What follows belongs to an exercise in optimizing a design on an open flow for a short achievable clock period and few clock cycles; a production flow would make more cautious choices. Function was checked by simulation only, so behaviour that the tests miss may differ from the original. Power is estimated from default activity; no workload was simulated.

==> 12-16 <==
## RV32I
module RV32I(clk,rst,imem_addr,imem_rdata,dmem_addr,dmem_wdata,dmem_size,dmem_we,dmem_rdata);
Settings: LEC_CHECK=0, ABC_CLOCK_PERIOD_IN_PS=2500, CAP_MARGIN=20, CORE_MARGIN=2, CORE_UTILIZATION=40, SLEW_MARGIN=20; clock period 9.0 ns.
standard.sh (not shown) runs the stock make flow with config.mk's settings and CLKGATE_MAP_FILE= SYNTH_SCRIPT=/design/flow/synth_recipe.tcl, a recipe that flattens the netlist after the stock synthesis.
==> flow/flow/run.sh <==
#!/bin/bash
set -euo pipefail
bash standard.sh SETUP_SLACK_MARGIN=6 "BUFFER_PORTS_ARGS=-buffer_cell sky130_fd_sc_hd__buf_8" finish > make_finish.log 2>&1
==> inputs of 08-11, as changes to 12-16 <==
Settings changed: CORE_UTILIZATION 40 to 65.
==> inputs of 06-02, as changes to 12-16 <==
==> flow/design.v (replaced) <==
module RV32I(clk,rst,imem_addr,imem_rdata,dmem_addr,dmem_wdata,dmem_size,dmem_we,dmem_rdata);
input clk,rst;
input[31:0] imem_rdata,dmem_rdata;
output[31:0] imem_addr,dmem_addr,dmem_wdata;
output[1:0] dmem_size;
output dmem_we;
reg [31:0] pc_f;
reg        v_d, p_d;
reg [31:0] ir_d, pc_d;
localparam NB = 8;
reg [NB-1:0] bv;
reg [29:0]   btag [0:NB-1];
reg [31:0]   btgt [0:NB-1];
reg [2:0]    bptr;
reg        rw_e, st_e, ld_e, br_e;
reg [4:0]  rd_e;
reg [2:0]  f3_e;
reg [31:0] opa_e, opb_e, sd_e, tgt_e;
reg        fs_e;
reg        s_add, s_sub, s_sll, s_slt, s_sltu, s_xor, s_srl, s_or, s_and;
reg        rw_m, ld_m, we_m;
reg [4:0]  rd_m;
reg [2:0]  f3_m;
reg [1:0]  size_m;
reg [31:0] res_m, sd_m;
reg        rw_w;
reg [4:0]  rd_w;
reg [31:0] res_w;
reg [31:0] rf [1:31];
wire [6:0] op  = ir_d[6:0];
wire [2:0] f3  = ir_d[14:12];
wire [4:0] rs1 = ir_d[19:15];
wire [4:0] rs2 = ir_d[24:20];
wire [4:0] rd  = ir_d[11:7];
wire is_r   = op == 7'b0110011;
wire is_i   = op == 7'b0010011;
wire is_ld  = op == 7'b0000011;
wire is_st  = op == 7'b0100011;
wire is_br  = op == 7'b1100011;
wire is_jal = op == 7'b1101111;
wire is_lui = op == 7'b0110111;
wire br_same = is_br & (rs1 == rs2);
wire br_cond = is_br & ~br_same;
wire use1 = is_r | is_i | is_ld | is_st | br_cond;
wire use2 = is_r | br_cond;
wire rw_d = (is_r | is_i | is_ld | is_jal | is_lui) & (rd != 5'd0);
wire [31:0] imm_i = {{20{ir_d[31]}}, ir_d[31:20]};
wire [31:0] imm_s = {{20{ir_d[31]}}, ir_d[31:25], ir_d[11:7]};
wire [31:0] imm_b = {{19{ir_d[31]}}, ir_d[31], ir_d[7], ir_d[30:25], ir_d[11:8], 1'b0};
wire [31:0] imm_j = {{11{ir_d[31]}}, ir_d[31], ir_d[19:12], ir_d[20], ir_d[30:21], 1'b0};
wire [31:0] imm_u = {ir_d[31:12], 12'b0};
wire [31:0] tgt_j = pc_d + imm_j;
wire [31:0] tgt_b = pc_d + imm_b;
wire [31:0] tgt_d = is_jal ? tgt_j : tgt_b;
wire [31:0] rf1 = (rs1 == 5'd0) ? 32'd0 : rf[rs1];
wire [31:0] rf2 = (rs2 == 5'd0) ? 32'd0 : rf[rs2];
wire [31:0] rv1 = (rw_w && rd_w == rs1) ? res_w : rf1;
wire [31:0] rv2 = (rw_w && rd_w == rs2) ? res_w : rf2;
wire [31:0] res_e, resm_fin;
wire f1e = rw_e & (rd_e == rs1);
wire f1m = ~f1e & rw_m & (rd_m == rs1);
wire f2e = rw_e & (rd_e == rs2);
wire f2m = ~f2e & rw_m & (rd_m == rs2);
wire [31:0] src1 = f1e ? res_e : f1m ? resm_fin : rv1;
wire [31:0] src2 = f2e ? res_e : f2m ? resm_fin : rv2;
wire [31:0] opa_d = is_jal ? pc_d : is_lui ? 32'd0 : src1;
wire [31:0] opb_d = is_jal ? 32'd4 : is_lui ? imm_u : is_st ? imm_s :
                    (is_i | is_ld) ? imm_i : src2;
wire alu_rr = is_r | is_i;
wire d_add  = is_ld | is_st | is_jal | is_lui | (alu_rr & f3 == 3'd0 & ~(is_r & ir_d[30]));
wire d_sub  = is_r & f3 == 3'd0 & ir_d[30];
wire d_fs = is_st & ld_e & rw_e & (rd_e == rs2);
wire redir_e;
wire stall   = v_d & ld_e & rw_e & ((use1 & rd_e == rs1) | (use2 & rd_e == rs2));
wire jmp_d   = is_jal | br_same;
wire redir_d = v_d & (jmp_d ^ p_d) & ~redir_e;
wire learn_d = v_d & jmp_d & ~p_d;
wire bubble  = redir_e | stall | ~v_d;
assign imem_addr = pc_f;
reg [NB-1:0] bhit;
reg [31:0]   bt_f;
integer k;
always @(*) begin
	bt_f = 32'd0;
	for (k = 0; k < NB; k = k + 1) begin
		bhit[k] = bv[k] & (btag[k] == pc_f[31:2]);
		bt_f = bt_f | ({32{bhit[k]}} & btgt[k]);
	end
end
wire hit_f = |bhit;
always @(posedge clk or posedge rst) begin
	if (rst) begin
		pc_f <= 32'd0;
		v_d  <= 1'b0;
		p_d  <= 1'b0;
	end else if (redir_e) begin
		pc_f <= tgt_e;
		v_d  <= 1'b0;
		p_d  <= 1'b0;
	end else if (!stall) begin
		pc_f <= redir_d ? (jmp_d ? tgt_d : pc_d + 32'd4) : hit_f ? bt_f : pc_f + 32'd4;
		v_d  <= ~redir_d;
		p_d  <= ~redir_d & hit_f;
	end
end
always @(posedge clk or posedge rst) begin
	if (rst) begin
		bv   <= {NB{1'b0}};
		bptr <= 3'd0;
	end else if (learn_d) begin
		bv[bptr] <= 1'b1;
		bptr     <= bptr + 3'd1;
	end
end
always @(posedge clk) begin
	if (learn_d) begin
		btag[bptr] <= pc_d[31:2];
		btgt[bptr] <= tgt_d;
	end
end
always @(posedge clk) begin
	if (!stall) begin
		ir_d <= imem_rdata;
		pc_d <= pc_f;
	end
end
always @(posedge clk or posedge rst) begin
	if (rst) begin
		rw_e <= 1'b0; st_e <= 1'b0; ld_e <= 1'b0; br_e <= 1'b0;
	end else begin
		rw_e <= ~bubble & rw_d;
		st_e <= ~bubble & is_st;
		ld_e <= ~bubble & is_ld;
		br_e <= ~bubble & br_cond;
	end
end
always @(posedge clk) begin
	rd_e  <= rd;
	f3_e  <= f3;
	opa_e <= opa_d;
	opb_e <= opb_d;
	sd_e  <= src2;
	tgt_e <= tgt_b;
	fs_e  <= d_fs;
	s_add  <= d_add;
	s_sub  <= d_sub;
	s_sll  <= alu_rr & f3 == 3'd1;
	s_slt  <= alu_rr & f3 == 3'd2;
	s_sltu <= alu_rr & f3 == 3'd3;
	s_xor  <= alu_rr & f3 == 3'd4;
	s_srl  <= alu_rr & f3 == 3'd5;
	s_or   <= alu_rr & f3 == 3'd6;
	s_and  <= alu_rr & f3 == 3'd7;
end
wire [31:0] A  = opa_e;
wire [31:0] B  = opb_e;
assign redir_e = br_e & (A == B);
wire [31:0] sum  = A + B;
wire [31:0] diff = A - B;
wire        lt   = $signed(A) < $signed(B);
wire        ltu  = B < A;
wire [31:0] shl  = A << B[4:0];
wire [31:0] shr  = A >> B[4:0];
assign res_e = ({32{s_add}}  & sum)  |
                    ({32{s_sub}}  & diff) |
                    ({32{s_sll}}  & shl)  |
                    ({32{s_slt}}  & {31'd0, lt})  |
                    ({32{s_sltu}} & {31'd0, ltu}) |
                    ({32{s_xor}}  & (A ^ B)) |
                    ({32{s_srl}}  & shr)  |
                    ({32{s_or}}   & (A | B)) |
                    ({32{s_and}}  & (A & B));
always @(posedge clk or posedge rst) begin
	if (rst) begin
		rw_m <= 1'b0; ld_m <= 1'b0; we_m <= 1'b0;
	end else begin
		rw_m <= rw_e;
		ld_m <= ld_e;
		we_m <= st_e;
	end
end
always @(posedge clk) begin
	rd_m  <= rd_e;
	f3_m  <= f3_e;
	size_m <= (f3_e == 3'd0) ? 2'd1 : (f3_e == 3'd1) ? 2'd2 : 2'd3;
	res_m <= res_e;
end
assign dmem_addr  = res_m;
assign dmem_wdata = sd_m;
assign dmem_size  = size_m;
assign dmem_we    = we_m;
wire [31:0] ldv = (f3_m == 3'd0) ? {{24{dmem_rdata[7]}}, dmem_rdata[7:0]} :
                  (f3_m == 3'd1) ? {{16{dmem_rdata[15]}}, dmem_rdata[15:0]} :
                  dmem_rdata;
assign resm_fin = ld_m ? ldv : res_m;
always @(posedge clk) begin
	if (fs_e) sd_m <= resm_fin;
	else      sd_m <= sd_e;
end
always @(posedge clk or posedge rst) begin
	if (rst) rw_w <= 1'b0;
	else     rw_w <= rw_m;
end
always @(posedge clk) begin
	rd_w  <= rd_m;
	res_w <= resm_fin;
end
always @(posedge clk) begin
	if (rw_w) rf[rd_w] <= res_w;
end
endmodule
==> flow/flow/run.sh (replaced) <==
#!/bin/bash
set -euo pipefail
bash standard.sh SETUP_SLACK_MARGIN=6 finish > make_finish.log 2>&1
==> run summary <==
largest net degree at the start of global routing 80; status timing/DRC/antenna clean; Multi-In Gates 3393; peak supply drop 0.000151 V; Worst slew margin 24.7%; sequential cells 1424; Stages on worst setup path 13; XOR/XNOR Fraction of Synth Area 1.73%
(the above is from 12-16)
==> run summary <==
peak supply drop 0.000218 V; XOR/XNOR Fraction of Synth Area 1.73%; Stages on worst setup path 7; Multi-In Gates 3395; status timing/DRC/antenna clean
(the above is from 08-11)
==> run summary <==
status timing/DRC/antenna clean; peak supply drop 0.000259 V; largest net degree at the start of global routing 57; Stages on worst setup path 13; metal2 WL 168000 µm; Final Instance Area 0.118 mm²; Multi-In Gates 3887
(the above is from 06-02)
Testbench counts of 12-16, summed over its fixed seeds: cycles 26,042.
Testbench counts of 08-11, summed over its fixed seeds: cycles 26,042.
Testbench counts of 06-02, summed over its fixed seeds: cycles 26,761.

* * *

==> job 1282: inputs <==
RV32I, a different RTL version from the one above (not shown whole).
==> flow/design.v (excerpt) <==
module RV32I(clk,rst,imem_addr,imem_rdata,dmem_addr,dmem_wdata,dmem_size,dmem_we,dmem_rdata);
Settings: LEC_CHECK=0, ABC_CLOCK_PERIOD_IN_PS=2500, CAP_MARGIN=20, CORE_MARGIN=2, CORE_UTILIZATION=40, SLEW_MARGIN=20; clock period 9.0 ns.
==> flow/flow/run.sh <==
#!/bin/bash
set -euo pipefail
bash standard.sh SETUP_SLACK_MARGIN=6 "BUFFER_PORTS_ARGS=-buffer_cell sky130_fd_sc_hd__buf_8" finish > make_finish.log 2>&1
==> job 7328: changes against job 1282 <==
--- a/flow/design.v
+++ b/flow/design.v
@@ -20,14 +20,41 @@
 				assign p[l+1][i] = p[l][i];
 			end
 		end
 	end
 endgenerate
 assign s = p0 ^ {g[5][30:0], cin};
 assign cout = g[5][31];
+endmodule
+module ks_addw(a, b, s, cout);
+parameter W = 12;
+parameter L = 4;    
+input [W-1:0] a, b;
+output [W-1:0] s;
+output cout;
+wire [W-1:0] g [0:L];
+wire [W-1:0] p [0:L];
+assign g[0] = a & b;
+assign p[0] = a ^ b;
+genvar l, i;
+generate
+	for (l = 0; l < L; l = l + 1) begin : lvl
+		for (i = 0; i < W; i = i + 1) begin : bt
+			if (i >= (1 << l)) begin : m
+				assign g[l+1][i] = g[l][i] | (p[l][i] & g[l][i - (1 << l)]);
+				assign p[l+1][i] = p[l][i] & p[l][i - (1 << l)];
+			end else begin : k
+				assign g[l+1][i] = g[l][i];
+				assign p[l+1][i] = p[l][i];
+			end
+		end
+	end
+endgenerate
+assign s = p[0] ^ {g[L][W-2:0], 1'b0};
+assign cout = g[L][W-1];
 endmodule
 module alu_pick(sel, sum, diff, shl, lt, ltu, x, shr, o, n, s1, v1, s2, v2, s3, v3, y);
 input [8:0] sel;
 input [31:0] sum, diff, shl, x, shr, o, n;
 input lt, ltu;
 input s1, s2, s3;
 input [31:0] v1, v2, v3;
@@ -49,22 +76,24 @@
 output[31:0] imem_addr,dmem_addr,dmem_wdata;
 output[1:0] dmem_size;
 output dmem_we;
 reg [31:0] pc_f;
 reg        v_d, t_d;    
 reg        x_d;         
 reg [31:0] ir_d, pc_d;
+reg [31:1] oh1_d, oh2_d;    
 reg [31:13] hi_inc_b, hi_dec_b;    
 reg [31:21] hi_inc_j, hi_dec_j;    
 reg        rw_e, st_e, ld_e, br_e, jmp_e;
 reg [4:0]  rd_e;
 reg [2:0]  f3_e;
 reg [31:0] opa_e, opb_e, sd_e, tgt_e;
 reg        fs_e;
 reg        s_add, s_sub, s_sll, s_slt, s_sltu, s_xor, s_srl, s_or, s_and;
+reg [4:0]  sh_e;    
 reg        rw_m, ld_m, we_m;
 reg [4:0]  rd_m;
 reg        lb_m, lh_m;    
 reg [1:0]  size_m;
 reg [31:0] res_m, sd_m;
 reg        rw_w;
 reg [4:0]  rd_w;
@@ -88,23 +117,33 @@
 wire use2 = is_r | br_cond;
 wire rw_d = (is_r | is_i | is_ld | is_jal | is_lui) & (rd != 5'd0);
 wire [31:0] imm_i = {{20{ir_d[31]}}, ir_d[31:20]};
 wire [31:0] imm_s = {{20{ir_d[31]}}, ir_d[31:25], ir_d[11:7]};
 wire [31:0] imm_b = {{19{ir_d[31]}}, ir_d[31], ir_d[7], ir_d[30:25], ir_d[11:8], 1'b0};
 wire [31:0] imm_j = {{11{ir_d[31]}}, ir_d[31], ir_d[19:12], ir_d[20], ir_d[30:21], 1'b0};
 wire [31:0] imm_u = {ir_d[31:12], 12'b0};
-wire [13:0] lo_b = {1'b0, pc_d[12:0]} + {1'b0, imm_b[12:0]};
-wire [21:0] lo_j = {1'b0, pc_d[20:0]} + {1'b0, imm_j[20:0]};
+wire [13:0] lo_b;
+wire [21:0] lo_j;
+ks_addw #(13, 4) KB(pc_d[12:0], imm_b[12:0], lo_b[12:0], lo_b[13]);
+ks_addw #(21, 5) KJ(pc_d[20:0], imm_j[20:0], lo_j[20:0], lo_j[21]);
 wire [31:13] hi_b = (lo_b[13] == ir_d[31]) ? pc_d[31:13] : lo_b[13] ? hi_inc_b : hi_dec_b;
 wire [31:21] hi_j = (lo_j[21] == ir_d[31]) ? pc_d[31:21] : lo_j[21] ? hi_inc_j : hi_dec_j;
 wire [31:0] tgt_b = {hi_b, lo_b[12:0]};
 wire [31:0] tgt_j = {hi_j, lo_j[20:0]};
 wire [31:0] tgt_d = ({32{is_jal}} & tgt_j) | ({32{~is_jal}} & tgt_b);
-wire [31:0] rf1 = (rs1 == 5'd0) ? 32'd0 : rf[rs1];
-wire [31:0] rf2 = (rs2 == 5'd0) ? 32'd0 : rf[rs2];
+reg [31:0] rf1, rf2;
+integer q;
+always @(*) begin
+	rf1 = 32'd0;
+	rf2 = 32'd0;
+	for (q = 1; q < 32; q = q + 1) begin
+		rf1 = rf1 | ({32{oh1_d[q]}} & rf[q]);
+		rf2 = rf2 | ({32{oh2_d[q]}} & rf[q]);
+	end
+end
 wire [31:0] rv1 = (rw_w && rd_w == rs1) ? res_w : rf1;
 wire [31:0] rv2 = (rw_w && rd_w == rs2) ? res_w : rf2;
 wire [31:0] res_e, ldv;
 wire f1e = rw_e & (rd_e == rs1);
 wire f1m = rw_m & (rd_m == rs1);
 wire f2e = rw_e & (rd_e == rs2);
 wire f2m = rw_m & (rd_m == rs2);
@@ -139,18 +178,21 @@
 wire redir_e;
 wire stall   = v_d & ld_e & rw_e & ((use1 & rd_e == rs1) | (use2 & rd_e == rs2));
 wire jmp_d   = is_jal | br_same;
 wire jfix_d  = jmp_d & (~t_d | x_d);    
 wire bubble  = redir_e | stall | ~v_d;
 assign imem_addr = pc_f;
 wire [31:0] ins    = imem_rdata;
+wire [31:0] oh1_f  = 32'd1 << ins[19:15];
+wire [31:0] oh2_f  = 32'd1 << ins[24:20];
 wire        f_jal  = ins[6:0] == 7'b1101111;
 wire        take_f = f_jal | (ins[6:0] == 7'b1100011 & ins[19:15] == ins[24:20]);
-wire [12:0] lo_jf  = {1'b0, pc_f[11:0]} + {1'b0, ins[20], ins[30:21], 1'b0};
-wire [12:0] lo_bf  = {1'b0, pc_f[11:0]} + {1'b0, ins[7], ins[30:25], ins[11:8], 1'b0};
+wire [12:0] lo_jf, lo_bf;
+ks_addw #(12, 4) KJF(pc_f[11:0], {ins[20], ins[30:21], 1'b0}, lo_jf[11:0], lo_jf[12]);
+ks_addw #(12, 4) KBF(pc_f[11:0], {ins[7], ins[30:25], ins[11:8], 1'b0}, lo_bf[11:0], lo_bf[12]);
 wire        far_f  = f_jal ? (lo_jf[12] != ins[31]) | (ins[19:12] != {8{ins[31]}})
                            : (lo_bf[12] != ins[31]);
 wire [31:0] tgt_f  = {pc_f[31:12], ({12{f_jal}} & lo_jf[11:0]) | ({12{~f_jal}} & lo_bf[11:0])};
 wire [31:0] pc4_f  = pc_f + 32'd4;
 wire [31:0] npc_f  = ({32{take_f}} & tgt_f) | ({32{~take_f}} & pc4_f);
 always @(posedge clk or posedge rst) begin
 	if (rst) begin
@@ -169,14 +211,16 @@
 		t_d  <= take_f;
 		x_d  <= far_f;
 	end
 end
 always @(posedge clk) begin
 	if (!stall) begin
 		ir_d <= imem_rdata;
+		oh1_d <= oh1_f[31:1];
+		oh2_d <= oh2_f[31:1];
 		pc_d <= pc_f;
 		hi_inc_b <= pc_f[31:13] + 19'd1;
 		hi_dec_b <= pc_f[31:13] - 19'd1;
 		hi_inc_j <= pc_f[31:21] + 11'd1;
 		hi_dec_j <= pc_f[31:21] - 11'd1;
 	end
 end
@@ -202,28 +246,29 @@
 	s_add  <= d_add;
 	s_sub  <= d_sub;
 	s_sll  <= alu_rr & f3 == 3'd1;
 	s_slt  <= alu_rr & f3 == 3'd2;
 	s_sltu <= alu_rr & f3 == 3'd3;
 	s_xor  <= alu_rr & f3 == 3'd4;
 	s_srl  <= alu_rr & f3 == 3'd5;
+	sh_e   <= (alu_rr & (f3 == 3'd1 | f3 == 3'd5)) ? opb_d[4:0] : 5'd0;
 	s_or   <= alu_rr & f3 == 3'd6;
 	s_and  <= alu_rr & f3 == 3'd7;
 end
 wire [31:0] A  = opa_e;
 wire [31:0] B  = opb_e;
 wire        eq   = A == B;
 assign redir_e = (br_e & eq) | jmp_e;
 wire        c_sum, c_diff;
 ks_add32 ADD(A, B, 1'b0, sum, c_sum);
 ks_add32 SUB(A, ~B, 1'b1, diff, c_diff);
 assign lt   = (A[31] ^ B[31]) ? A[31] : ~c_diff;
 assign ltu  = c_diff & ~eq;
-assign shl  = A << B[4:0];
-assign shr  = A >> B[4:0];
+assign shl  = A << sh_e;
+assign shr  = A >> sh_e;
 assign u_x  = A ^ B;
 assign u_o  = A | B;
 assign u_n  = A & B;
 assign s_vec = {s_and, s_or, s_srl, s_xor, s_sltu, s_slt, s_sll, s_sub, s_add};
 alu_pick PR(s_vec, sum, diff, shl, lt, ltu, u_x, shr, u_o, u_n, 1'b0, 32'd0, 1'b0, 32'd0, 1'b0, 32'd0, res_e);
 always @(posedge clk or posedge rst) begin
 	if (rst) begin
==> qor summary <==
quantity	job 7328	job 1282
P_comb	4940 uW	5950 uW
Cell with the most instances on the worst path	sky130_fd_sc_hd__buf_4	sky130_fd_sc_hd__buf_12
Outcome	timing/DRC/antenna clean	timing/DRC/antenna clean
Wire length of the first global-routing pass	486 mm	430 mm
Maximum number of pins on one net before global-route repair	67	83
Metal1 wirelength	124 mm	110 mm
Reg2Reg Depth	12	9
Reported net switching power	6150 uW	6430 uW
Crit path arrival time	4120 ps	4060 ps
Post-Synthesis Cell Area	0.0715 mm2	0.0750 mm2
Power consumed by the clock network	6720 uW	6490 uW
Sequential area share after synthesis	58.2%	53.2%
Wire per inst	40.5 um	35.9 um
Distinct cell type count of the synthesized netlist	98	97
First DRT Iteration DRCs	14,700	8,355
Testbench counts of job 1282, summed over its fixed seeds: cycles 26,042.
Testbench counts of job 7328, summed over its fixed seeds: cycles 26,042.

## port drivers added, routing unchanged
In the flow no input, the clock included, has a driving cell. The finished layouts below were timed again as built, in two steps. Step 1 (the two cells are an assumption about what drives the block):
set clk [get_ports {clk}]
set_driving_cell -lib_cell sky130_fd_sc_hd__clkbuf_16 $clk
set_driving_cell -lib_cell sky130_fd_sc_hd__buf_2 [delete_from_list [all_inputs] $clk]
Step 2 times the ports against the registers' clock, not the clock port: input delays grow and output delays shrink by t, the midpoint of the rising clock arrivals with the driver on. Slacks: ideal / step 1 / step 2; pairs: ideal / step 1.
run | t (ns) | slack for setup (ns) | pins driven straight from the clock port
12-16 | 0.896 | 5.565 / 5.565 / 4.757 | 1
08-11 | 0.887 | 5.232 / 5.232 / 4.603 | 1
06-02 | 0.952 | 5.411 / 5.411 / 4.849 | 1
job 1282 | 0.883 | 5.561 / 5.561 / 4.883 | 1
job 7328 | 0.922 | 5.538 / 5.538 / 4.943 | 1
After both steps setup and hold are still met in every run listed. For 12-16, which loses most, drivers alone change the setup slack by 0.000 ns; drivers and shift together by -0.808 ns.
